This is an optimization exercise on Yosys and OpenROAD, whose aim is small area, not a production implementation.
Function was checked by simulation only, so behaviour that the tests miss may differ from the original.
Power figures rest on the tool's default switching activity, not on a simulated workload.

==> flow/run.sh <==
#!/bin/bash
# synth_recipe.tcl (not shown) runs the flow's synth.tcl, then flattens the netlist and writes it again
# the make line also repeats each setting of config.mk as NAME=value (left out here)
make -C /OpenROAD-flow-scripts/flow DESIGN_CONFIG=/design/flow/config.mk WORK_HOME=/design/flow/orfs CLKGATE_MAP_FILE= SYNTH_SCRIPT=/design/flow/synth_recipe.tcl finish
==> flow/config.mk <==
export PLATFORM = sky130hd
export DESIGN_NAME = cpu
export DESIGN_NICKNAME = cpu
export VERILOG_FILES = /design/flow/design.v
export SDC_FILE = /design/flow/constraint.sdc
export NUM_CORES = 4
export LEC_CHECK = 0
export CAP_MARGIN = 20
export CORE_AREA = 10 10 240 240
export DIE_AREA = 0 0 250 250
export PLACE_DENSITY = 0.6
export SLEW_MARGIN = 20
==> flow/constraint.sdc <==
create_clock -name core_clock -period 9.0 [get_ports {CLK}]
set_input_delay 1.8000 -clock core_clock [delete_from_list [all_inputs] [get_ports {CLK}]]
set_output_delay 1.8000 -clock core_clock [all_outputs]
set_load 0.01 [all_outputs]
==> flow/design.v <==
module adder (
  input  wire a,  
  input  wire b,  
  input  wire ci,  
  output wire s,  
  output wire co  
  );
  assign s = (a^b)^ci;
  assign co = ((a^b)&ci)|(a&b);
endmodule
module mux_1_4 (
  input  wire in_a,
  input  wire in_b,
  input  wire in_c,
  input  wire in_d,
  input  wire [1:0] sel,
  output wire out
  );
  wire ab;
  wire cd;
  assign ab = sel == 0 ? in_a : in_b;
  assign cd = sel == 2 ? in_c : in_d;
  assign out = (sel == 0 || sel == 1) ? ab : cd;
endmodule
module alu_cell (
  input  wire a_invert,  
  input  wire b_invert,  
  input  wire ci,        
  input  wire [1:0] op,  
  input  wire a,         
  input  wire b,         
  input  wire less,      
  output wire result,    
  output wire co         
  );
  wire ainv = a_invert ? ~a : a;
  wire binv = b_invert ? ~b : b;
  wire sum;
  adder adder(.a(ainv), .b(binv), .ci(ci), .s(sum), .co(co));
  mux_1_4 mux(.in_a(ainv & binv),
              .in_b(ainv | binv),
              .in_c(sum),
              .in_d(less),
              .sel(op),
              .out(result));
endmodule
module alu_cell_last (
  input  wire a_invert,  
  input  wire b_invert,  
  input  wire ci,        
  input  wire [1:0] op,  
  input  wire a,         
  input  wire b,         
  input  wire less,      
  output wire result,    
  output wire co,        
  output wire set
  );
  assign set = sum;
  wire ainv = a_invert ? ~a : a;
  wire binv = b_invert ? ~b : b;
  wire sum;
  adder adder(.a(ainv), .b(binv), .ci(ci), .s(sum), .co(co));
  mux_1_4 mux(.in_a(ainv & binv),
              .in_b(ainv | binv),
              .in_c(sum),
              .in_d(less),
              .sel(op),
              .out(result));
endmodule
module alu_16 (
  input  wire [4:0] aluop,    
  input  wire [15:0] a,       
  input  wire [15:0] b,       
  output wire [15:0] result,  
  output wire ovf           
  );
  wire a_invert = aluop[4];    
  wire b_invert = aluop[3];    
  wire ci       = aluop[2];    
  wire [1:0] op = aluop[1:0];  
  wire c_o0_i1;
  wire c_o1_i2;
  wire c_o2_i3;
  wire c_o3_i4;
  wire c_o4_i5;
  wire c_o5_i6;
  wire c_o6_i7;
  wire c_o7_i8;
  wire c_o8_i9;
  wire c_o9_i10;
  wire c_o10_i11;
  wire c_o11_i12;
  wire c_o12_i13;
  wire c_o13_i14;
  wire c_o14_i15;
  wire c_o15;
  wire set;
  assign ovf = c_o14_i15 ^ c_o15;
  alu_cell cell_0(.ci(ci),
                  .a(a[0]),
                  .b(b[0]),
                  .result(result[0]),
                  .a_invert(a_invert),
                  .b_invert(b_invert),
                  .op(op),
                  .less(set),
                  .co(c_o0_i1));
  alu_cell cell_1(.ci(c_o0_i1),
                  .a(a[1]),
                  .b(b[1]),
                  .result(result[1]),
                  .a_invert(a_invert),
                  .b_invert(b_invert),
                  .op(op),
                  .less(1'b0),
                  .co(c_o1_i2));
  alu_cell cell_2(.ci(c_o1_i2),
                  .a(a[2]),
                  .b(b[2]),
                  .result(result[2]),
                  .a_invert(a_invert),
                  .b_invert(b_invert),
                  .op(op),
                  .less(1'b0),
                  .co(c_o2_i3));
  alu_cell cell_3(.ci(c_o2_i3),
                  .a(a[3]),
                  .b(b[3]),
                  .result(result[3]),
                  .a_invert(a_invert),
                  .b_invert(b_invert),
                  .op(op),
                  .less(1'b0),
                  .co(c_o3_i4));
  alu_cell cell_4(.ci(c_o3_i4),
                  .a(a[4]),
                  .b(b[4]),
                  .result(result[4]),
                  .a_invert(a_invert),
                  .b_invert(b_invert),
                  .op(op),
                  .less(1'b0),
                  .co(c_o4_i5));
  alu_cell cell_5(.ci(c_o4_i5),
                  .a(a[5]),
                  .b(b[5]),
                  .result(result[5]),
                  .a_invert(a_invert),
                  .b_invert(b_invert),
                  .op(op),
                  .less(1'b0),
                  .co(c_o5_i6));
  alu_cell cell_6(.ci(c_o5_i6),
                  .a(a[6]),
                  .b(b[6]),
                  .result(result[6]),
                  .a_invert(a_invert),
                  .b_invert(b_invert),
                  .op(op),
                  .less(1'b0),
                  .co(c_o6_i7));
  alu_cell cell_7(.ci(c_o6_i7),
                  .a(a[7]),
                  .b(b[7]),
                  .result(result[7]),
                  .a_invert(a_invert),
                  .b_invert(b_invert),
                  .op(op),
                  .less(1'b0),
                  .co(c_o7_i8));
  alu_cell cell_8(.ci(c_o7_i8),
                  .a(a[8]),
                  .b(b[8]),
                  .result(result[8]),
                  .a_invert(a_invert),
                  .b_invert(b_invert),
                  .op(op),
                  .less(1'b0),
                  .co(c_o8_i9));
  alu_cell cell_9(.ci(c_o8_i9),
                  .a(a[9]),
                  .b(b[9]),
                  .result(result[9]),
                  .a_invert(a_invert),
                  .b_invert(b_invert),
                  .op(op),
                  .less(1'b0),
                  .co(c_o9_i10));
  alu_cell cell_10(.ci(c_o9_i10),
                   .a(a[10]),
                   .b(b[10]),
                   .result(result[10]),
                   .a_invert(a_invert),
                   .b_invert(b_invert),
                   .op(op),
                   .less(1'b0),
                   .co(c_o10_i11));
  alu_cell cell_11(.ci(c_o10_i11),
                   .a(a[11]),
                   .b(b[11]),
                   .result(result[11]),
                   .a_invert(a_invert),
                   .b_invert(b_invert),
                   .op(op),
                   .less(1'b0),
                   .co(c_o11_i12));
  alu_cell cell_12(.ci(c_o11_i12),
                   .a(a[12]),
                   .b(b[12]),
                   .result(result[12]),
                   .a_invert(a_invert),
                   .b_invert(b_invert),
                   .op(op),
                   .less(1'b0),
                   .co(c_o12_i13));
  alu_cell cell_13(.ci(c_o12_i13),
                   .a(a[13]),
                   .b(b[13]),
                   .result(result[13]),
                   .a_invert(a_invert),
                   .b_invert(b_invert),
                   .op(op),
                   .less(1'b0),
                   .co(c_o13_i14));
  alu_cell cell_14(.ci(c_o13_i14),
                   .a(a[14]),
                   .b(b[14]),
                   .result(result[14]),
                   .a_invert(a_invert),
                   .b_invert(b_invert),
                   .op(op),
                   .less(1'b0),
                   .co(c_o14_i15));
  alu_cell_last cell_15(.ci(c_o14_i15),
                        .a(a[15]),
                        .b(b[15]),
                        .result(result[15]),
                        .a_invert(a_invert),
                        .b_invert(b_invert),
                        .op(op),
                        .less(1'b0),
                        .co(c_o15),
                        .set(set));
endmodule
module control (
  input  wire [3:0] opcode,
  output reg        ctl_alusrc,
  output reg        ctl_memsrc,
  output reg  [4:0] ctl_aluop,
  output reg        ctl_regdst,
  output reg        ctl_memwrite,
  output reg        ctl_regwrite,
  output reg        ctl_memtoreg,
  output reg  [2:0] ctl_brop
  );
  always @ (*) begin
    case (opcode)
      4'b0000 : begin  
        ctl_alusrc <=   1'b0;
        ctl_memsrc <=   1'b0;
        ctl_aluop <=    5'b00000;
        ctl_regdst <=   1'b0;
        ctl_memwrite <= 1'b0;
        ctl_regwrite <= 1'b0;
        ctl_memtoreg <= 1'b0;
        ctl_brop <=     3'b000;
      end
      4'b0001 : begin  
        ctl_alusrc <=   1'b0;
        ctl_memsrc <=   1'b0;
        ctl_aluop <=    5'b00010;
        ctl_regdst <=   1'b1;
        ctl_memwrite <= 1'b0;
        ctl_regwrite <= 1'b1;
        ctl_memtoreg <= 1'b0;
        ctl_brop <=     3'b000;
      end
      4'b0010 : begin  
        ctl_alusrc <=   1'b1;
        ctl_memsrc <=   1'b0;
        ctl_aluop <=    5'b00010;
        ctl_regdst <=   1'b0;
        ctl_memwrite <= 1'b0;
        ctl_regwrite <= 1'b1;
        ctl_memtoreg <= 1'b0;
        ctl_brop <=     3'b000;
      end
      4'b0011 : begin  
        ctl_alusrc <=   1'b0;
        ctl_memsrc <=   1'b0;
        ctl_aluop <=    5'b01110;
        ctl_regdst <=   1'b1;
        ctl_memwrite <= 1'b0;
        ctl_regwrite <= 1'b1;
        ctl_memtoreg <= 1'b0;
        ctl_brop <=     3'b000;
      end
      4'b0100 : begin  
        ctl_alusrc <=   1'b0;
        ctl_memsrc <=   1'b0;
        ctl_aluop <=    5'b00000;
        ctl_regdst <=   1'b1;
        ctl_memwrite <= 1'b0;
        ctl_regwrite <= 1'b1;
        ctl_memtoreg <= 1'b0;
        ctl_brop <=     3'b000;
      end
      4'b0101 : begin  
        ctl_alusrc <=   1'b0;
        ctl_memsrc <=   1'b0;
        ctl_aluop <=    5'b00001;
        ctl_regdst <=   1'b1;
        ctl_memwrite <= 1'b0;
        ctl_regwrite <= 1'b1;
        ctl_memtoreg <= 1'b0;
        ctl_brop <=     3'b000;
      end
      4'b0110 : begin  
        ctl_alusrc <=   1'b0;
        ctl_memsrc <=   1'b0;
        ctl_aluop <=    5'b01111;
        ctl_regdst <=   1'b1;
        ctl_memwrite <= 1'b0;
        ctl_regwrite <= 1'b1;
        ctl_memtoreg <= 1'b0;
        ctl_brop <=     3'b000;
      end
      4'b1000 : begin  
        ctl_alusrc <=   1'b0;
        ctl_memsrc <=   1'b0;
        ctl_aluop <=    5'b00000;
        ctl_regdst <=   1'b1;
        ctl_memwrite <= 1'b0;
        ctl_regwrite <= 1'b1;
        ctl_memtoreg <= 1'b1;
        ctl_brop <=     3'b000;
      end
      4'b1001 : begin  
        ctl_alusrc <=   1'b0;
        ctl_memsrc <=   1'b0;
        ctl_aluop <=    5'b00000;
        ctl_regdst <=   1'b0;
        ctl_memwrite <= 1'b1;
        ctl_regwrite <= 1'b0;
        ctl_memtoreg <= 1'b0;
        ctl_brop <=     3'b000;
      end
      4'b1010 : begin  
        ctl_alusrc <=   1'b0;
        ctl_memsrc <=   1'b1;
        ctl_aluop <=    5'b00000;
        ctl_regdst <=   1'b0;
        ctl_memwrite <= 1'b1;
        ctl_regwrite <= 1'b0;
        ctl_memtoreg <= 1'b0;
        ctl_brop <=     3'b000;
      end
      4'b1100 : begin  
        ctl_alusrc <=   1'b0;
        ctl_memsrc <=   1'b0;
        ctl_aluop <=    5'b00000;
        ctl_regdst <=   1'b0;
        ctl_memwrite <= 1'b0;
        ctl_regwrite <= 1'b0;
        ctl_memtoreg <= 1'b0;
        ctl_brop <=     3'b100;
      end
      4'b1101 : begin  
        ctl_alusrc <=   1'b0;
        ctl_memsrc <=   1'b0;
        ctl_aluop <=    5'b00000;
        ctl_regdst <=   1'b0;
        ctl_memwrite <= 1'b0;
        ctl_regwrite <= 1'b0;
        ctl_memtoreg <= 1'b0;
        ctl_brop <=     3'b101;
      end
      4'b1110 : begin  
        ctl_alusrc <=   1'b0;
        ctl_memsrc <=   1'b0;
        ctl_aluop <=    5'b00000;
        ctl_regdst <=   1'b0;
        ctl_memwrite <= 1'b0;
        ctl_regwrite <= 1'b0;
        ctl_memtoreg <= 1'b0;
        ctl_brop <=     3'b110;
      end
      4'b1111 : begin  
        ctl_alusrc <=   1'b0;
        ctl_memsrc <=   1'b0;
        ctl_aluop <=    5'b00000;
        ctl_regdst <=   1'b0;
        ctl_memwrite <= 1'b0;
        ctl_regwrite <= 1'b0;
        ctl_memtoreg <= 1'b0;
        ctl_brop <=     3'b111;
      end
      default : begin  
        ctl_alusrc <=   1'b0;
        ctl_memsrc <=   1'b0;
        ctl_aluop <=    5'b00000;
        ctl_regdst <=   1'b0;
        ctl_memwrite <= 1'b0;
        ctl_regwrite <= 1'b0;
        ctl_memtoreg <= 1'b0;
        ctl_brop <=     3'b000;
      end
    endcase
  end
endmodule
module brctl (
  input  wire [2:0] ctl_brop,
  input  wire       zero,
  output wire [1:0] pc_next,
  output wire       flush
  );
  wire do_branch = ctl_brop[2] & ((~ctl_brop[0] & zero) | (ctl_brop[0] & ~zero));
  assign flush = do_branch;
  assign pc_next = do_branch ? { 1'b1, ctl_brop[1] } : 2'b00;
endmodule  
module register_file_16x16 (
  input  wire        clk, 
  input  wire        rst, 
  input  wire [3:0]  rwa1,
  input  wire [3:0]  ra2,
  output wire [15:0] rd1,
  output wire [15:0] rd2,
  input  wire        we,
  input  wire [15:0] wd
  );
  reg [15:0] ram [15:0];
  always @ (posedge clk) begin
    if (rst) begin
      ram[15] <= 16'h0000;
      ram[14] <= 16'h0000;
      ram[13] <= 16'h0000;
      ram[12] <= 16'h0000;
      ram[11] <= 16'h0000;
      ram[10] <= 16'h0000;
      ram[9] <= 16'h0000;
      ram[8] <= 16'h0000;
      ram[7] <= 16'h0000;
      ram[6] <= 16'h0000;
      ram[5] <= 16'h0000;
      ram[4] <= 16'h0000;
      ram[3] <= 16'h0000;
      ram[2] <= 16'h0000;
      ram[1] <= 16'h0000;
      ram[0] <= 16'h0000;
    end  
    else begin
      if (we)
        ram[rwa1] <= wd;
    end  
  end
  assign rd1 = ram[rwa1];
  assign rd2 = ram[ra2];
endmodule  
`timescale 1ns / 1ps
module debouncer(
  input wire clk,
  input wire rst,
  input wire btn,
  output reg btn_state,
  output wire btn_down,  
  output wire btn_up  
  );
  reg [5:0] db_counter;  
  always @ (posedge clk) begin
    if (rst) begin
      btn_state <= 0;
      db_counter <= 0;
    end
    else if (btn == 0)
      db_counter <= 0;
    else begin
      db_counter <= db_counter + 1;
      if (&db_counter) btn_state <= ~btn_state;
    end
  end
  assign btn_down = btn & (&db_counter) & (~btn_state);
  assign btn_up   = btn & (&db_counter) & btn_state;
endmodule
module cpu (
  input  wire        CLK,  
  input  wire        PAUSE,  
  input  wire        RST,  
  input  wire        STEP,  
  input  wire [15:0] insn,
  input  wire [15:0] mem_rdata,
  output wire [3:0]  cpuout_regfile_ra,
  output wire [15:0] cpuout_regfile_rd,
  output wire [7:0]  cpuout_PC,
  output reg [15:0]  cpuout_IF_insn,
  output reg  [15:0] cpuout_ID_insn,
  output reg  [15:0] cpuout_EX_insn,
  output reg  [15:0] cpuout_MEM_insn,
  output reg  [15:0] cpuout_WB_insn,
  output wire        cpuout_memupdate,
  output wire [7:0]  cpuout_memaddr,
  output wire [15:0] cpuout_memdata
  );
  reg [5:0] counter;
  always @ (posedge CLK) begin
    if (RST) counter <= 0;
    else if (PAUSE) counter <= 0;
    else counter <= counter + 1;
  end  
  wire PCLK = &counter;  
  wire step_btn_state;
  wire step_btn_down;
  wire step_btn_up;
  debouncer debouncer(.clk(CLK),
                      .rst(RST),
                      .btn(STEP),
                      .btn_state(step_btn_state),
                      .btn_down(step_btn_down),
                      .btn_up(step_btn_up));
  reg [1:0] advance_pipeline;
  always @ (posedge CLK) begin
    if (RST) advance_pipeline <= 2'b00;
    else begin
      advance_pipeline[0] <= ((~PAUSE) && PCLK) || (PAUSE && step_btn_down);
      advance_pipeline[1] <= advance_pipeline[0];
    end
  end
  reg [3:0] scanreg_next;
  always @ (posedge CLK) begin
    if (RST) scanreg_next <= 4'h0;
    else scanreg_next <= scanreg_next + 1;
  end
  wire       ID_RD1_zero;
  wire [1:0] ID_PC_next;
  wire       ID_IFID_flush;
  wire [7:0] ID_braddr_imm;
  wire [7:0] ID_braddr_reg;
  wire        WB_CTL_regwrite = MEMWB_CTL_WB_regwrite;
  wire [3:0]  WB_writeaddr = MEMWB_wa;
  wire [15:0] WB_writedata = MEMWB_CTL_WB_memtoreg ? MEMWB_wd_mem : MEMWB_wd_reg;
  reg [7:0] PC;
  wire [15:0] IF_insn = insn;
  reg [15:0] IFID_insn;
  always @ (posedge CLK or posedge RST) begin
    if (RST) begin
      IFID_insn <= 16'h0000;
      PC <= 8'h00;
    end
    else if (advance_pipeline[1]) begin
      if      (ID_PC_next == 2'b00) PC <= PC + 1;
      else if (ID_PC_next == 2'b10) PC <= ID_braddr_imm;
      else if (ID_PC_next == 2'b11) PC <= ID_braddr_reg;
      IFID_insn <= ID_IFID_flush ? 16'h0000 : IF_insn;
    end  
  end
  wire       ID_alusrc;
  wire       ID_memsrc;
  wire [4:0] ID_aluop;
  wire       ID_regdst;
  wire       ID_memwrite;
  wire       ID_regwrite;
  wire       ID_memtoreg;
  wire [2:0] ID_brop;
  control control(.opcode(IFID_insn[15:12]),
                  .ctl_alusrc(ID_alusrc),
                  .ctl_memsrc(ID_memsrc),
                  .ctl_aluop(ID_aluop),
                  .ctl_regdst(ID_regdst),
                  .ctl_memwrite(ID_memwrite),
                  .ctl_regwrite(ID_regwrite),
                  .ctl_memtoreg(ID_memtoreg),
                  .ctl_brop(ID_brop));
  brctl brctl(.ctl_brop(ID_brop),
              .zero(ID_RD1_zero),
              .pc_next(ID_PC_next),
              .flush(ID_IFID_flush));
  wire [3:0]  ID_rs = IFID_insn[11:8];
  wire [3:0]  ID_rt = IFID_insn[7:4];
  wire [15:0] ID_RD1;
  wire [15:0] ID_RD2;
  reg ID_writewindow;
  always @ (posedge CLK) begin
    if (RST) ID_writewindow <= 0;
    else if (advance_pipeline[1]) ID_writewindow <= 1;
    else ID_writewindow <= 0;
  end
  wire WB_regwrite = WB_CTL_regwrite & ID_writewindow;
  wire [3:0] ID_rwa1 = WB_regwrite ? WB_writeaddr : ID_rs;
  wire [3:0] ID_rwa1_or_scanreg = (|advance_pipeline | ID_writewindow) ? ID_rwa1 : scanreg_next;
  register_file_16x16 regfile(.clk(CLK),
                              .rst(RST),
                              .rwa1(ID_rwa1_or_scanreg),  
                              .ra2(ID_rt),  
                              .rd1(ID_RD1),
                              .rd2(ID_RD2),
                              .we(WB_regwrite),  
                              .wd(WB_writedata));
  assign ID_RD1_zero = ~(|ID_RD1);
  assign ID_braddr_imm = IFID_insn[7:0];
  assign ID_braddr_reg = ID_RD2[7:0];
  reg        IDEX_CTL_EX_alusrc;
  reg        IDEX_CTL_EX_memsrc;
  reg [4:0]  IDEX_CTL_EX_aluop;
  reg        IDEX_CTL_EX_regdst;
  reg        IDEX_CTL_MEM_memwrite;
  reg        IDEX_CTL_WB_regwrite;
  reg        IDEX_CTL_WB_memtoreg;
  reg [15:0] IDEX_RD1;
  reg [15:0] IDEX_RD2;
  reg [7:0]  IDEX_imm;
  reg [3:0]  IDEX_rs;  
  reg [3:0]  IDEX_rd;  
  always @ (posedge CLK or posedge RST) begin
    if (RST) begin
      IDEX_CTL_EX_alusrc <= 0;
      IDEX_CTL_EX_memsrc <= 0;
      IDEX_CTL_EX_aluop <= 0;
      IDEX_CTL_EX_regdst <= 0;
      IDEX_CTL_MEM_memwrite <= 0;
      IDEX_CTL_WB_regwrite <= 0;
      IDEX_CTL_WB_memtoreg <= 0;
      IDEX_RD1 <= 0;
      IDEX_RD2 <= 0;
      IDEX_imm <= 0;
      IDEX_rs <= 0;
      IDEX_rd <= 0;
    end
    else if (advance_pipeline[1]) begin
      IDEX_CTL_EX_alusrc <= ID_alusrc;
      IDEX_CTL_EX_memsrc <= ID_memsrc;
      IDEX_CTL_EX_aluop <= ID_aluop;
      IDEX_CTL_EX_regdst <= ID_regdst;
      IDEX_CTL_MEM_memwrite <= ID_memwrite;
      IDEX_CTL_WB_regwrite <= ID_regwrite;
      IDEX_CTL_WB_memtoreg <= ID_memtoreg;
      IDEX_RD1 <= ID_RD1;
      IDEX_RD2 <= ID_RD2;
      IDEX_imm <= IFID_insn[7:0];
      IDEX_rs <= IFID_insn[11:8];
      IDEX_rd <= IFID_insn[3:0];
    end
  end
  wire [15:0] EX_sext_imm = { {8{IDEX_imm[7]}}, IDEX_imm[7:0] };
  wire [15:0] EX_aluin_b = IDEX_CTL_EX_alusrc == 0 ? IDEX_RD2 : EX_sext_imm;
  wire [15:0] EX_aluout;
  alu_16 alu(.aluop(IDEX_CTL_EX_aluop),
             .a(IDEX_RD1),
             .b(EX_aluin_b),
             .result(EX_aluout),
             .ovf());
  reg        EXMEM_CTL_MEM_memwrite;
  reg        EXMEM_CTL_WB_regwrite;
  reg        EXMEM_CTL_WB_memtoreg;
  reg [15:0] EXMEM_aluout;
  reg [15:0] EXMEM_mem_wd;
  reg [7:0]  EXMEM_mem_rwa;
  reg [15:0] EXMEM_reg_wa;
  always @ (posedge CLK or posedge RST) begin
    if (RST) begin
      EXMEM_CTL_MEM_memwrite <= 0;
      EXMEM_CTL_WB_regwrite <= 0;
      EXMEM_CTL_WB_memtoreg <= 0;
      EXMEM_aluout <= 0;
      EXMEM_mem_wd <= 0;
      EXMEM_mem_rwa <= 0;
      EXMEM_reg_wa <= 0;
    end
    else if (advance_pipeline[1]) begin
      EXMEM_CTL_MEM_memwrite <= IDEX_CTL_MEM_memwrite;
      EXMEM_CTL_WB_regwrite <= IDEX_CTL_WB_regwrite;
      EXMEM_CTL_WB_memtoreg <= IDEX_CTL_WB_memtoreg;
      EXMEM_aluout <= EX_aluout;
      EXMEM_mem_wd <= IDEX_RD1;
      EXMEM_mem_rwa <= IDEX_CTL_EX_memsrc ? IDEX_imm : IDEX_RD2;
      EXMEM_reg_wa <= IDEX_CTL_EX_regdst ? IDEX_rd : IDEX_rs;
    end
  end
  wire [15:0] MEM_data;
  wire MEM_memwrite = EXMEM_CTL_MEM_memwrite & ID_writewindow;
  assign MEM_data = mem_rdata;
  assign cpuout_memupdate = MEM_memwrite;
  assign cpuout_memaddr = EXMEM_mem_rwa;
  assign cpuout_memdata = EXMEM_mem_wd;
  reg        MEMWB_CTL_WB_regwrite;
  reg        MEMWB_CTL_WB_memtoreg;
  reg [15:0] MEMWB_wd_mem;
  reg [15:0] MEMWB_wd_reg;
  reg [3:0]  MEMWB_wa;
  always @ (posedge CLK or posedge RST) begin
    if (RST) begin
      MEMWB_CTL_WB_regwrite <= 0;
      MEMWB_CTL_WB_memtoreg <= 0;
      MEMWB_wd_mem <= 0;
      MEMWB_wd_reg <= 0;
      MEMWB_wa <= 0;
    end
    else if (advance_pipeline[1]) begin
      MEMWB_CTL_WB_regwrite <= EXMEM_CTL_WB_regwrite;
      MEMWB_CTL_WB_memtoreg <= EXMEM_CTL_WB_memtoreg;
      MEMWB_wd_mem <= MEM_data;
      MEMWB_wd_reg <= EXMEM_aluout;
      MEMWB_wa <= EXMEM_reg_wa;
    end
  end
  assign cpuout_PC = PC;
  always @ (posedge CLK or posedge RST) begin
    if (RST) begin
      cpuout_IF_insn <= 0;
      cpuout_ID_insn <= 0;
      cpuout_EX_insn <= 0;
      cpuout_MEM_insn <= 0;
      cpuout_WB_insn <= 0;
    end
    else if (advance_pipeline[1]) begin
      cpuout_IF_insn <= ID_IFID_flush ? 16'h0000 : IF_insn;
      cpuout_ID_insn <= cpuout_IF_insn;
      cpuout_EX_insn <= cpuout_ID_insn;
      cpuout_MEM_insn <= cpuout_EX_insn;
      cpuout_WB_insn <= cpuout_MEM_insn;
    end
  end
  assign cpuout_regfile_ra = scanreg_next;
  assign cpuout_regfile_rd = ID_RD1;
endmodule  
==> results by group <==
Setup path
  • CP dominant cell by count: fa_1
  • Critical path data required time: 9.49 ns
  • Slowest stage delay, CP: 0.57 ns
  • Kind of critical path: flip-flop to flip-flop
  • Worst Path Max Fanout: 8
  • Critical Path AT: 8.70 ns
  • Kind of end point of the critical path: flip-flop
  • Startpoint type of the worst setup path: flip-flop
  • Slowest CP cell: dfrtp_1
  • Ordered list of cells on the worst path: mux2i_1 > o21ai_0 > fa_1 > fa_1 > fa_1 > fa_1 > fa_1 > fa_1 > fa_1 > fa_1 > fa_1 > fa_1 > fa_1 > fa_1 > fa_1 > fa_1 > xor2_1 > mux4_2 > mux2_2

CTS
  • Cells resized by post-CTS repair: 0
  • Hold-fix buffers at CTS: 0
  • Cell at the root of the clock tree: clkbuf_16
  • TritonCTS clock tree: built
  • Clock-pin slew reported for the worst setup and hold paths after clock tree synthesis: 0.06 ns
  • Total number of H-tree levels: 2
  • Buffers inserted by post-CTS timing repair: 0
  • CTS max path bufs: 3
  • Total CTS buffers: 54
  • Total number of clock tree sinks: 490
  • Clock Latency Late Sink: 0.61 ns

Yosys
  • Netlist cell types: 63
  • Cell area after synthesis: 23960 µm²
  • Count of warnings emitted by yosys: 4
  • Proportion of synthesized chip area in sequential cells: 56.12%
  • Synthesized Nets: 2063
  • Number of instances in the synthesized netlist: 1974
  • Seq cells post-synth: 490
  • Commonest register cell after synthesis: edfxtp_1
  • Count of flip-flops with a built-in enable after synthesis: 256
  • Synth Area per Inst: 12.14 µm²
  • Async set-or-reset flop fraction in the synthesized netlist: 43.67%

Global routing
  • Global-route wire length before repair: 108.9 mm
  • Via count of the first global-routing pass: 16723
  • Pin count of the biggest net entering global routing: 204
  • Remaining global-route overflow: 0
  • Gr usage total: 22.73%
  • Antenna violations before repair: 1

Final layout
  • Layout cells sized above 1: 16.89%
  • Layout overhead on the synthesized area: 17.47%
  • Flip-flop count of the largest register after layout: 256
  • Most flop-heavy register: regfile.ram
  • Number of antenna repair diodes: 0
  • Fin util: 53.65%
  • Total Nets Final: 2188

Routing
  • Post-detailed-route via-to-cell ratio: 5.982
  • Total routed wirelength: 72.76 mm
  • DRC errors left: 0
  • DR iter-0 viols: 1670
  • 1st-pass router iterations: 6
  • Routed wire length per instance: 25.70 µm
  • Remaining antenna violation count after routing: 0
  • Vias after detailed routing: 16936

Timing
  • Slew HR: 20.12%
  • Pins over their slew limit: 0
  • Least-Margin Pin Slew: 1.187 ns
  • Min Tclk post-route: 8.213 ns
  • Maximum clock skew at final layout: 0.02347 ns
  • Unrepaired setup endpoints after global routing: no
  • Highest achievable clock rate: 121.8 MHz
  • Ratio of final minimum period to clock period: 91.25%
  • Minimum setup slack in the final design: 0.7873 ns
  • Endpoints failing setup: 0
  • Total Negative Setup Slacks: 0 ns
  • Hold Fails Final Rpt: 0

Placed design
  • RD Place Congestion: 0.8597
  • Worst setup slack before clock tree synthesis: 0.7839 ns
  • IO Port Bufs: 168
  • DP Wirelength: 49.50 mm

Power
  • Switching power: 1.254 mW
  • Cell area power density: 185.8 nW/µm²
  • Switching share of power: 23.99%
  • Share of power burned in the clock network: 42.9%
  • Internal power contribution: 3.974 mW
  • Maximum VDD drop: 0.1653 mV
  • Comb pwr share: 9.3%
  • Static Leakage: 10.95 nW
  • Part of the power in registers: 47.8%

Outcome
  • Status: complete, no violations

Die
  • Die Wd: 250 µm
  • Row count: 84
  • Core area: 52450 µm²
  • Die Span Y: 250 µm
  • Effective utilization at floorplan: 45.68%
  • Die outline area: 62500 µm²
  • Number of top-level design ports: 169

Hold path
  • Type of the tightest min-delay check: flip-flop to flip-flop

Job
  • Max-cap violation count: 0
==> Yosys cell counts, types with 18 or more instances <==
master / instances / area [µm²]
a21oi_1: 63 / 315.3
nand2_1: 151 / 566.8
and3_1: 79 / 494.2
mux2i_1: 88 / 880.8
o22ai_1: 39 / 244.0
dfrtp_1: 214 / 5355
mux4_2: 77 / 1734
nand3_1: 20 / 100.1
a211oi_1: 18 / 135.1
o21ai_0: 44 / 220.2
a22oi_1: 42 / 315.3
ha_1: 39 / 488.0
nor2_1: 321 / 1205
xnor2_1: 21 / 183.9
dfxtp_1: 20 / 400.4
clkbuf_1: 116 / 435.4
nor4_1: 18 / 112.6
edfxtp_1: 256 / 7687
mux2_2: 134 / 1509
inv_1: 64 / 240.2
==> metrics by stage <==
step,area [µm²],cells,power (mW),hold WS [ns]
4_1_cts,28140,2831,5.258,0.4391
6_report,28140,2831,5.229,0.4360
3_5_place_dp,26330,2731,3.028,0.4312
5_1_grt,28140,2831,5.386,0.4587
3_3_place_gp,26330,2731,3.018,0.4241
2_1_floorplan,23960,1974,2.797,0.4130
==> cell type report <==
| cell class | instances | area, µm² |
|---|---|---|
| inverters | 68 | 262.8 |
| well taps | 688 | 860.8 |
| fillers | 4375 | 24310 |
| multi-input cells | 1273 | 9729 |
| flip-flops and latches | 490 | 13450 |
| repair buffers | 212 | 2024 |
| clock inverters | 19 | 173.9 |
| clock buffers | 81 | 1637 |
==> worst max-delay path, delay by kind of cell, from the launching register on <==
kind,cells,cell delay (ns)
muxes,3,1.09
xor gates and xnor gates,1,0.18
adders and majority gates,14,6.08
DFF,1,0.57
AOI/OAI and AO/OA,1,0.18
==> worst paths after layout <==
kind / start / end / slack, ns / depth (start not counted)
hold reg to reg: counter[0]$_SDFF_PP0_ / counter[0]$_SDFF_PP0_ / 0.44 / 1
hold / removal: counter[0]$_SDFF_PP0_ / counter[0]$_SDFF_PP0_ / 0.44 / 1
max in group asynchronous: RST / MEMWB_wd_mem[10]$_DFFE_PP0P_ / 5.20 / 3
setup / recovery: IDEX_CTL_EX_alusrc$_DFFE_PP0P_ / EXMEM_aluout[0]$_DFFE_PP0P_ / 0.79 / 19
setup reg to reg: IDEX_CTL_EX_alusrc$_DFFE_PP0P_ / EXMEM_aluout[0]$_DFFE_PP0P_ / 0.79 / 19
min in group asynchronous: RST / IDEX_RD2[14]$_DFFE_PP0P_ / 2.39 / 2
==> layout by cell type, fill, tap and decap left out, types with 4 or more instances in the layout <==
master,instances
nand2b_1,4
clkinv_2,12
edfxtp_1,256
mux2i_1,88
and3_1,79
nand3_1,20
a211o_1,5
mux2_2,134
clkbuf_16,57
a2111oi_0,14
clkdlybuf4s50_1,168
nand2_1,151
xnor2_1,21
fa_1,14
xor2_1,8
o211ai_1,4
a211oi_1,18
a22oi_1,41
a221o_1,4
buf_4,43
dfrtp_1,212
a311oi_1,7
a21boi_0,8
ha_1,39
clkbuf_1,12
and2_1,5
nor2_1,320
clkbuf_8,12
inv_1,64
o21ai_0,44
o22ai_1,39
a21oi_1,63
nor4b_1,6
dfxtp_1,19
nor4_1,17
mux4_2,77
clkinv_1,5
==> cell families after synthesis <==
| group | Yosys count | share of synthesized area (%) |
|---|---|---|
| multiplexers | 300 | 17.27 |
| AND/OR/NAND/NOR | 622 | 11.40 |
| buffers and inverters | 211 | 3.463 |
| AO/OA/AOI/OAI | 269 | 7.479 |
| flip-flops | 490 | 56.12 |
| XOR/XNOR | 29 | 1.060 |
| adder cells (fa/ha/maj) | 53 | 3.207 |
==> metal layers <==
layer  track usage, %  share of wire, %
met1            30.16                41
met5                0                 0
met3            4.279               8.1
met4            8.985               3.7
met2            36.30                47
==> power by group through the flow <==
stage | clock network [mW] | logic (mW) | registers [mW]
2_1_floorplan | 0 | 0.279 | 2.52
3_3_place_gp | 0 | 0.481 | 2.54
3_5_place_dp | 0 | 0.487 | 2.54
4_1_cts | 2.27 | 0.488 | 2.50
5_1_grt | 2.36 | 0.516 | 2.51
6_report | 2.24 | 0.487 | 2.50

[what the ideal ports hide]
No port has a modelled driver above. Below, the same layout with a new extraction and two added sets of constraints.
Step 1, drivers: a clkbuf_16 drives CLK and a buf_2 each remaining input, both assumed.
Step 2, shift: input delay + t, output delay - t, t = (earliest + latest rising clock arrival at the registers) / 2. This alone moves slack from input paths to output paths.
Slacks: no drivers / after step 1 / after step 2; pairs: no drivers / after step 1.
t (ns): 0.659
setup WS [ns]: 0.787 / 0.787 / 0.787
hold WS [ns]: 0.436 / 0.436 / 0.436
clock arrival spread, ns: 0.024 / 0.024
cell pins on the clock port's net: 1
After both steps setup and hold are still met in this run. The setup slack of this run moves by 0.000 ns with the drivers and by 0.000 ns with both steps.
